Source: an optimization exercise on an open RTL-to-GDS flow (aim: small area). Production flows keep margins and buffers that such runs may drop.
RTL that was checked went through simulation tests only; none was proved equivalent to the original.

Design AudioEffects, start of the top module:
module AudioEffects(
input AUD_BCLK,
input rst,
input sw1,
input sw2,
input sw3,
input sw4,
input sw5,
input AUD_ADCDAT,
input AUD_ADCLRCK,
input AUD_DACLRCK,
output AUD_DACDAT
);
Settings: LEC_CHECK=0, CAP_MARGIN=20, CORE_MARGIN=2, CORE_UTILIZATION=40, SLEW_MARGIN=20; clock period 10.0 ns.
run.sh (not shown) runs the stock make flow with config.mk's settings and CLKGATE_MAP_FILE= SYNTH_SCRIPT=/design/flow/synth_recipe.tcl, a recipe that flattens the netlist after the stock synthesis.
The starting point passed the timing, DRC and antenna checks.
Then changed:
--- a/flow/design.v
+++ b/flow/design.v
@@ -49,14 +49,13 @@
 output reg loadLo,
 output AUD_DACDAT
 );
 localparam START = 2'd0, WAIT = 2'd1, BITS = 2'd2, DONE = 2'd3;
 reg [1:0] s;
 reg [4:0] count;
-reg [31:0] sr;
-reg msb;
+reg [31:0] dataCopy;
 assign load = (s == WAIT) & AUD_DACLRCK;
 always @(posedge AUD_BCLK or negedge rst)
 begin
 	if (rst == 0)
 		begin
 			s <= START;
@@ -75,25 +74,20 @@
 		endcase
 end
 always @(posedge AUD_BCLK)
 begin
 	loadLo <= load;
 	if (load)
-		msb <= half[15];
-	if (load)
-		sr <= {half, sr[14:0], sr[31]};
-	else if (loadLo)
-		sr <= {sr[30:16], half, sr[31]};
-	else
-		sr <= {sr[30:0], sr[31]};
+		dataCopy[31:16] <= half;
+	if (loadLo)
+		dataCopy[15:0] <= half;
 end
-assign AUD_DACDAT = (s == BITS) ? sr[31] : msb;
+assign AUD_DACDAT = dataCopy[count];
 endmodule
 module FxCore(
 input [143:0] x,
-input [15:0] dflt,
 input lpf,
 input hpf,
 input comb,
 input mavg,
 output [15:0] y
 );
@@ -382,13 +376,13 @@
 wire fs269;
 wire fc270;
 wire fs271;
 wire fc272;
 wire [19:0] sa;
 wire [19:0] sb;
-wire [15:0] p = comb ? u0 : (lpf | hpf | mavg) ? u4 : {~dflt[15], dflt[14:0]};
+wire [15:0] p = comb ? u0 : u4;
 wire [17:0] qa = {18{lpf | mavg}} & oa;
 wire [17:0] qb = {18{lpf | mavg}} & ob;
 wire [17:0] ra = {{2{mavg}} & ea[17:16], ({16{mavg}} & ea[15:0]) | ({16{hpf}} & ~ea[15:0]) | ({16{comb}} & ~u8)};
 wire [17:0] rb = {{2{mavg}} & eb[17:16], ({16{mavg}} & eb[15:0]) | ({16{hpf}} & ~eb[15:0])};
 assign hs1 = u1[0] ^ u3[0];
 assign hc2 = u1[0] & u3[0];
@@ -738,18 +732,18 @@
 		lineR <= {lineR[127:0], adcR};
 end
 reg [3:0] selD;
 always @(posedge AUD_BCLK)
 	selD <= {sw5, sw4, sw3, sw2};
 wire [3:0] sel = phase ? selD : {sw5, sw4, sw3, sw2};
+wire isFx = (sel == 4'b1000) | (sel == 4'b0100) | (sel == 4'b0010) | (sel == 4'b0001);
 wire [143:0] x = phase ? lineR : lineL;
 wire [15:0] dflt = phase ? adcR : adcL;
-wire [15:0] half;
-FxCore core(.x(x), .dflt(dflt),
-	.lpf(sel == 4'b1000), .hpf(sel == 4'b0100), .comb(sel == 4'b0010), .mavg(sel == 4'b0001),
-	.y(half));
+wire [15:0] fx;
+FxCore core(.x(x), .lpf(sel[3]), .hpf(sel[2]), .comb(sel[1]), .mavg(sel[0]), .y(fx));
+wire [15:0] half = isFx ? fx : dflt;
 AudioDAC myDAC(
 .AUD_BCLK(AUD_BCLK),
 .rst(rst),
 .AUD_DACLRCK(AUD_DACLRCK),
 .half(half),
 .load(dacLoad),
=> Routed wire length shrinks by about 6%; maximum frequency grows by 2.1%; critical path depth decreases by 3; first-iteration DRC count shrinks by about 22%; setup slack is better by 0.20 ns; register-to-register slack loses 0.19 ns; synthesized cell count decreases by 6.0%.

========
AudioEffects, a different RTL version from the one above (not shown whole).
Size: ~1,400 cells after synthesis, about 410 flip-flops, roughly 11 I/O pins, about 19,000 sq um of cells after synthesis.
clock: 10.0 ns
lec_check: 0
abc_area: 1
cap_margin: 20
core_margin: 2
core_utilization: 40
cts_buf_list: sky130_fd_sc_hd__clkbuf_16
cts_cluster_diameter: 100
cts_cluster_size: 24
slew_margin: 20
Next try:
--- a/flow/design.v
+++ b/flow/design.v
@@ -668,28 +668,37 @@
 assign fc272 = (fc196 & hc198) | (fc234 & (fc196 ^ hc198));
 assign sa = {1'b1, fs271, fs269, fs267, fs265, fs263, fs261, fs259, fs257, fs255, fs253, fs251, fs249, fs247, fs245, fs243, fs241, fs239, fs237, hs235};
 assign sb = {fc272, fc270, fc268, fc266, fc264, fc262, fc260, fc258, fc256, fc254, fc252, fc250, fc248, fc246, fc244, fc242, fc240, fc238, hc236, comb};
 wire [20:0] cc;    
 wire [19:0] s0;    
 wire [19:0] s;
 assign cc[0] = 1'b0;
-assign cc[12] = 1'b0;
+assign cc[7] = 1'b0;
+assign cc[13] = 1'b0;
 genvar gi;
 generate for (gi = 0; gi < 20; gi = gi + 1) begin : rca
 	assign s0[gi] = sa[gi] ^ sb[gi] ^ cc[gi];
-	if (gi != 11)
+	if (gi != 6 && gi != 12)
 		assign cc[gi+1] = (sa[gi] & sb[gi]) | (cc[gi] & (sa[gi] ^ sb[gi]));
 end endgenerate
-assign s[11:0] = s0[11:0];
-wire cin12 = (sa[11] & sb[11]) | (cc[11] & (sa[11] ^ sb[11]));
-wire [20:12] ones12;   
-assign ones12[12] = 1'b1;
-generate for (gi = 12; gi < 20; gi = gi + 1) begin : inc12
-	assign ones12[gi+1] = ones12[gi] & s0[gi];
-	assign s[gi] = s0[gi] ^ (cin12 & ones12[gi]);
+assign s[6:0] = s0[6:0];
+wire cin7 = (sa[6] & sb[6]) | (cc[6] & (sa[6] ^ sb[6]));
+wire [13:7] ones7;   
+assign ones7[7] = 1'b1;
+generate for (gi = 7; gi < 13; gi = gi + 1) begin : inc7
+	assign ones7[gi+1] = ones7[gi] & s0[gi];
+	assign s[gi] = s0[gi] ^ (cin7 & ones7[gi]);
+end endgenerate
+wire cout13 = (sa[12] & sb[12]) | (cc[12] & (sa[12] ^ sb[12]));
+wire cin13 = cout13 | (cin7 & ones7[13]);
+wire [20:13] ones13;   
+assign ones13[13] = 1'b1;
+generate for (gi = 13; gi < 20; gi = gi + 1) begin : inc13
+	assign ones13[gi+1] = ones13[gi] & s0[gi];
+	assign s[gi] = s0[gi] ^ (cin13 & ones13[gi]);
 end endgenerate
 wire negfrac = s[19] & (s[2:0] != 3'd0);
 wire [16:0] aones;   
 wire [15:0] avg;
 assign aones[0] = 1'b1;
 genvar ai;
 generate for (ai = 0; ai < 16; ai = ai + 1) begin : div
The changed run completed with no timing, DRC or antenna violations.
Setup slack is better by 0.60 ns.
Flip-flop and latch count does not change.
Final area shrinks by 1.2%.
Register-to-register slack is better by 0.45 ns.
First-iteration DRC count shrinks by 3.9%.
Hold slack is worse by 0.0040 ns.
Global-route usage hardly moves.
Clock-buffer cell count does not change.
Wire length grows by 2.1%.
Core utilization shrinks by 0.64 points.
Die area grows by 0.47%.
Function not checked in the first run of this note: the RTL went through the layout flow alone.

========
## job 520
AudioEffects, a different RTL version from the one above (not shown whole).
For scale: about 1200 cells after synthesis, about 11 I/O pins, about 19000 sq um of cells after synthesis.
export LEC_CHECK = 0
export CAP_MARGIN = 20
export CORE_MARGIN = 2
export CORE_UTILIZATION = 40
export CTS_BUF_LIST = sky130_fd_sc_hd__clkbuf_16
export CTS_CLUSTER_DIAMETER = 100
export CTS_CLUSTER_SIZE = 24
export SLEW_MARGIN = 20
create_clock -name core_clock -period 10.0 [get_ports {AUD_BCLK}]
diff inputs: job 520 => job 1176
--- a/flow/design.v
+++ b/flow/design.v
@@ -667,27 +667,27 @@
 assign fs271 = fc196 ^ hc198 ^ fc234;
 assign fc272 = (fc196 & hc198) | (fc234 & (fc196 ^ hc198));
 assign sa = {1'b1, fs271, fs269, fs267, fs265, fs263, fs261, fs259, fs257, fs255, fs253, fs251, fs249, fs247, fs245, fs243, fs241, fs239, fs237, hs235};
 assign sb = {fc272, fc270, fc268, fc266, fc264, fc262, fc260, fc258, fc256, fc254, fc252, fc250, fc248, fc246, fc244, fc242, fc240, fc238, hc236, comb};
 wire [20:0] cc;
 wire [19:0] s0;
 wire [19:0] s;
-wire [20:13] ones;    
+wire [20:10] ones;    
 assign cc[0] = 1'b0;
-assign cc[13] = 1'b0;
+assign cc[10] = 1'b0;
 genvar gi;
 generate for (gi = 0; gi < 20; gi = gi + 1) begin : rca
 	assign s0[gi] = sa[gi] ^ sb[gi] ^ cc[gi];
-	if (gi != 13 - 1)
+	if (gi != 10 - 1)
 		assign cc[gi+1] = (sa[gi] & sb[gi]) | (cc[gi] & (sa[gi] ^ sb[gi]));
 end endgenerate
-wire clo = (sa[13-1] & sb[13-1]) | (cc[13-1] & (sa[13-1] ^ sb[13-1]));
-assign ones[13] = 1'b1;
+wire clo = (sa[10-1] & sb[10-1]) | (cc[10-1] & (sa[10-1] ^ sb[10-1]));
+assign ones[10] = 1'b1;
 generate for (gi = 0; gi < 20; gi = gi + 1) begin : inc
-	if (gi < 13)
+	if (gi < 10)
 		assign s[gi] = s0[gi];
 	else begin
 		assign ones[gi+1] = ones[gi] & s0[gi];
 		assign s[gi] = s0[gi] ^ (clo & ones[gi]);
 	end
 end endgenerate
 wire negfrac = s[19] & (s[2:0] != 3'd0);
Findings:
On pin count of the biggest net entering global routing, the lower figure sits with job 1176, not job 520.
Met1 track demand over resource: job 1176 higher than job 520
Setup slack: job 1176 more than job 520
Density: job 1176 denser than job 520
Any difference in clock distribution area overhead in the final layout between job 520 and job 1176 is small enough to ignore.
Per the comparison of job 1176 with job 520, chip width went up 1.4 um, multiplexer share of the synthesized area barely changed, wire length grew by about 5.6%.
Only the layout flow was run in job 520; the RTL was not checked for function there.

========
Another version of the RTL of AudioEffects (not shown whole).
Size in the first run: about 1200 cells after synthesis, ~410 flip-flops, roughly 11 I/O pins, ~0.019 mm^2 of cells after synthesis.
make LEC_CHECK=0 CAP_MARGIN=20 CORE_MARGIN=2 CORE_UTILIZATION=40 CTS_BUF_LIST=sky130_fd_sc_hd__clkbuf_16 CTS_CLUSTER_DIAMETER=100 CTS_CLUSTER_SIZE=24 SLEW_MARGIN=20 finish   # period 10.0 ns
The starting point finished with negative setup slack left.
Next try:
--- a/flow/design.v
+++ b/flow/design.v
@@ -664,22 +664,36 @@
 assign fc268 = (fs231 & fc190) | (fc230 & (fs231 ^ fc190));
 assign fs269 = fs233 ^ hc194 ^ fc232;
 assign fc270 = (fs233 & hc194) | (fc232 & (fs233 ^ hc194));
 assign fs271 = fc196 ^ hc198 ^ fc234;
 assign fc272 = (fc196 & hc198) | (fc234 & (fc196 ^ hc198));
 assign sa = {1'b1, fs271, fs269, fs267, fs265, fs263, fs261, fs259, fs257, fs255, fs253, fs251, fs249, fs247, fs245, fs243, fs241, fs239, fs237, hs235};
 assign sb = {fc272, fc270, fc268, fc266, fc264, fc262, fc260, fc258, fc256, fc254, fc252, fc250, fc248, fc246, fc244, fc242, fc240, fc238, hc236, comb};
 wire [20:0] cc;
+wire [19:0] s0;
 wire [19:0] s;
+wire [20:10] ones;    
 assign cc[0] = 1'b0;
+assign cc[10] = 1'b0;
 genvar gi;
 generate for (gi = 0; gi < 20; gi = gi + 1) begin : rca
-	assign s[gi] = sa[gi] ^ sb[gi] ^ cc[gi];
-	assign cc[gi+1] = (sa[gi] & sb[gi]) | (cc[gi] & (sa[gi] ^ sb[gi]));
+	assign s0[gi] = sa[gi] ^ sb[gi] ^ cc[gi];
+	if (gi != 10 - 1)
+		assign cc[gi+1] = (sa[gi] & sb[gi]) | (cc[gi] & (sa[gi] ^ sb[gi]));
+end endgenerate
+wire clo = (sa[10-1] & sb[10-1]) | (cc[10-1] & (sa[10-1] ^ sb[10-1]));
+assign ones[10] = 1'b1;
+generate for (gi = 0; gi < 20; gi = gi + 1) begin : inc
+	if (gi < 10)
+		assign s[gi] = s0[gi];
+	else begin
+		assign ones[gi+1] = ones[gi] & s0[gi];
+		assign s[gi] = s0[gi] ^ (clo & ones[gi]);
+	end
 end endgenerate
 wire negfrac = s[19] & (s[2:0] != 3'd0);
 wire [16:0] aones;   
 wire [15:0] avg;
 assign aones[0] = 1'b1;
 genvar ai;
 generate for (ai = 0; ai < 16; ai = ai + 1) begin : div
 	assign aones[ai+1] = aones[ai] & s[ai+3];
@@ -722,17 +736,24 @@
 		lineL <= {lineL[127:0], adcL};
 	if (shiftR == 1)
 		lineR <= {lineR[127:0], adcR};
 end
 reg [3:0] selD;
 always @(posedge AUD_BCLK)
 	selD <= {sw5, sw4, sw3, sw2};
 wire [3:0] sel = phase ? selD : {sw5, sw4, sw3, sw2};
-wire [143:0] x = phase ? lineR : lineL;
+reg [8:0] phaseX;
+always @(posedge AUD_BCLK)
+	phaseX <= {9{dacLoad}};
+wire [143:0] x;
+genvar k;
+generate for (k = 0; k < 9; k = k + 1) begin : chsel
+	assign x[16*k+15:16*k] = phaseX[k] ? lineR[16*k+15:16*k] : lineL[16*k+15:16*k];
+end endgenerate
 wire [15:0] dflt = phase ? adcR : adcL;
 wire [15:0] half;
 FxCore core(.x(x), .dflt(dflt),
 	.lpf(sel == 4'b1000), .hpf(sel == 4'b0100), .comb(sel == 4'b0010), .mavg(sel == 4'b0001),
 	.y(half));
 AudioDAC myDAC(
 .AUD_BCLK(AUD_BCLK),
 .rst(rst),
=>
- The changed run completed with no timing, DRC or antenna violations
- synthesized cell count grows by about 5%
- count of clock-buffer cells in the layout grows by 1
- routed wire length grows by 1.9%
- cell count grows by about 1.2%
- clock skew shrinks by 0.0053 ns
- final area shrinks by 0.75%
- setup slack gains 1.8 ns
- global-route usage shrinks by 0.15 points
- first-iteration DRC count grows by about 16%
- non-clock buffer count shrinks by 32
- register-to-register slack gains 1.9 ns
- via count grows by about 2.6%
Function was not checked in any run of this note: the RTL went through the layout flow alone.

## what the ideal ports hide
How much do the figures lean on ideal ports? The routed layouts below were timed once more, with nothing changed but the port constraints. Step 1, drivers: a clkbuf_16 drives AUD_BCLK and a buf_2 each remaining input, both assumed. Step 2 moves the port delays by t, midway between the first and last clock arrival at a register: inputs arrive t later, outputs are due t later. That takes back most of the time a late clock gives input paths. Three values: no drivers, after step 1, after step 2; two values: the first two.
run	t (ns)	setup WS [ns]	worst register clock-pin slew, ns	worst slew at a driven data input, ns	pins driven straight from the clock port
the first run of note 1	0.631	0.316 / 0.347 / -0.285	0.06 / 0.06	0.06	1
the second run of note 1	0.607	0.513 / 0.543 / -0.064	0.06 / 0.06	0.05	1
the first run of note 2	0.597	0.438 / 0.471 / -0.126	0.11 / 0.11	0.04	1
the second run of note 2	0.601	1.033 / 1.060 / 0.459	0.11 / 0.11	0.04	1
job 520	0.587	0.277 / 0.312 / -0.275	0.10 / 0.10	0.05	1
job 1176	0.609	0.353 / 0.385 / -0.224	0.10 / 0.10	0.06	1
the first run of note 4	0.599	-1.432 / -1.410 / -2.009	0.10 / 0.10	0.04	1
the second run of note 4	0.609	0.353 / 0.385 / -0.224	0.10 / 0.10	0.06	1
Met with ideal ports but missed after step 2: setup timing in 6 of these runs. For the first run of note 1, which loses most, drivers alone change the setup slack by +0.031 ns; drivers and shift together by -0.601 ns.
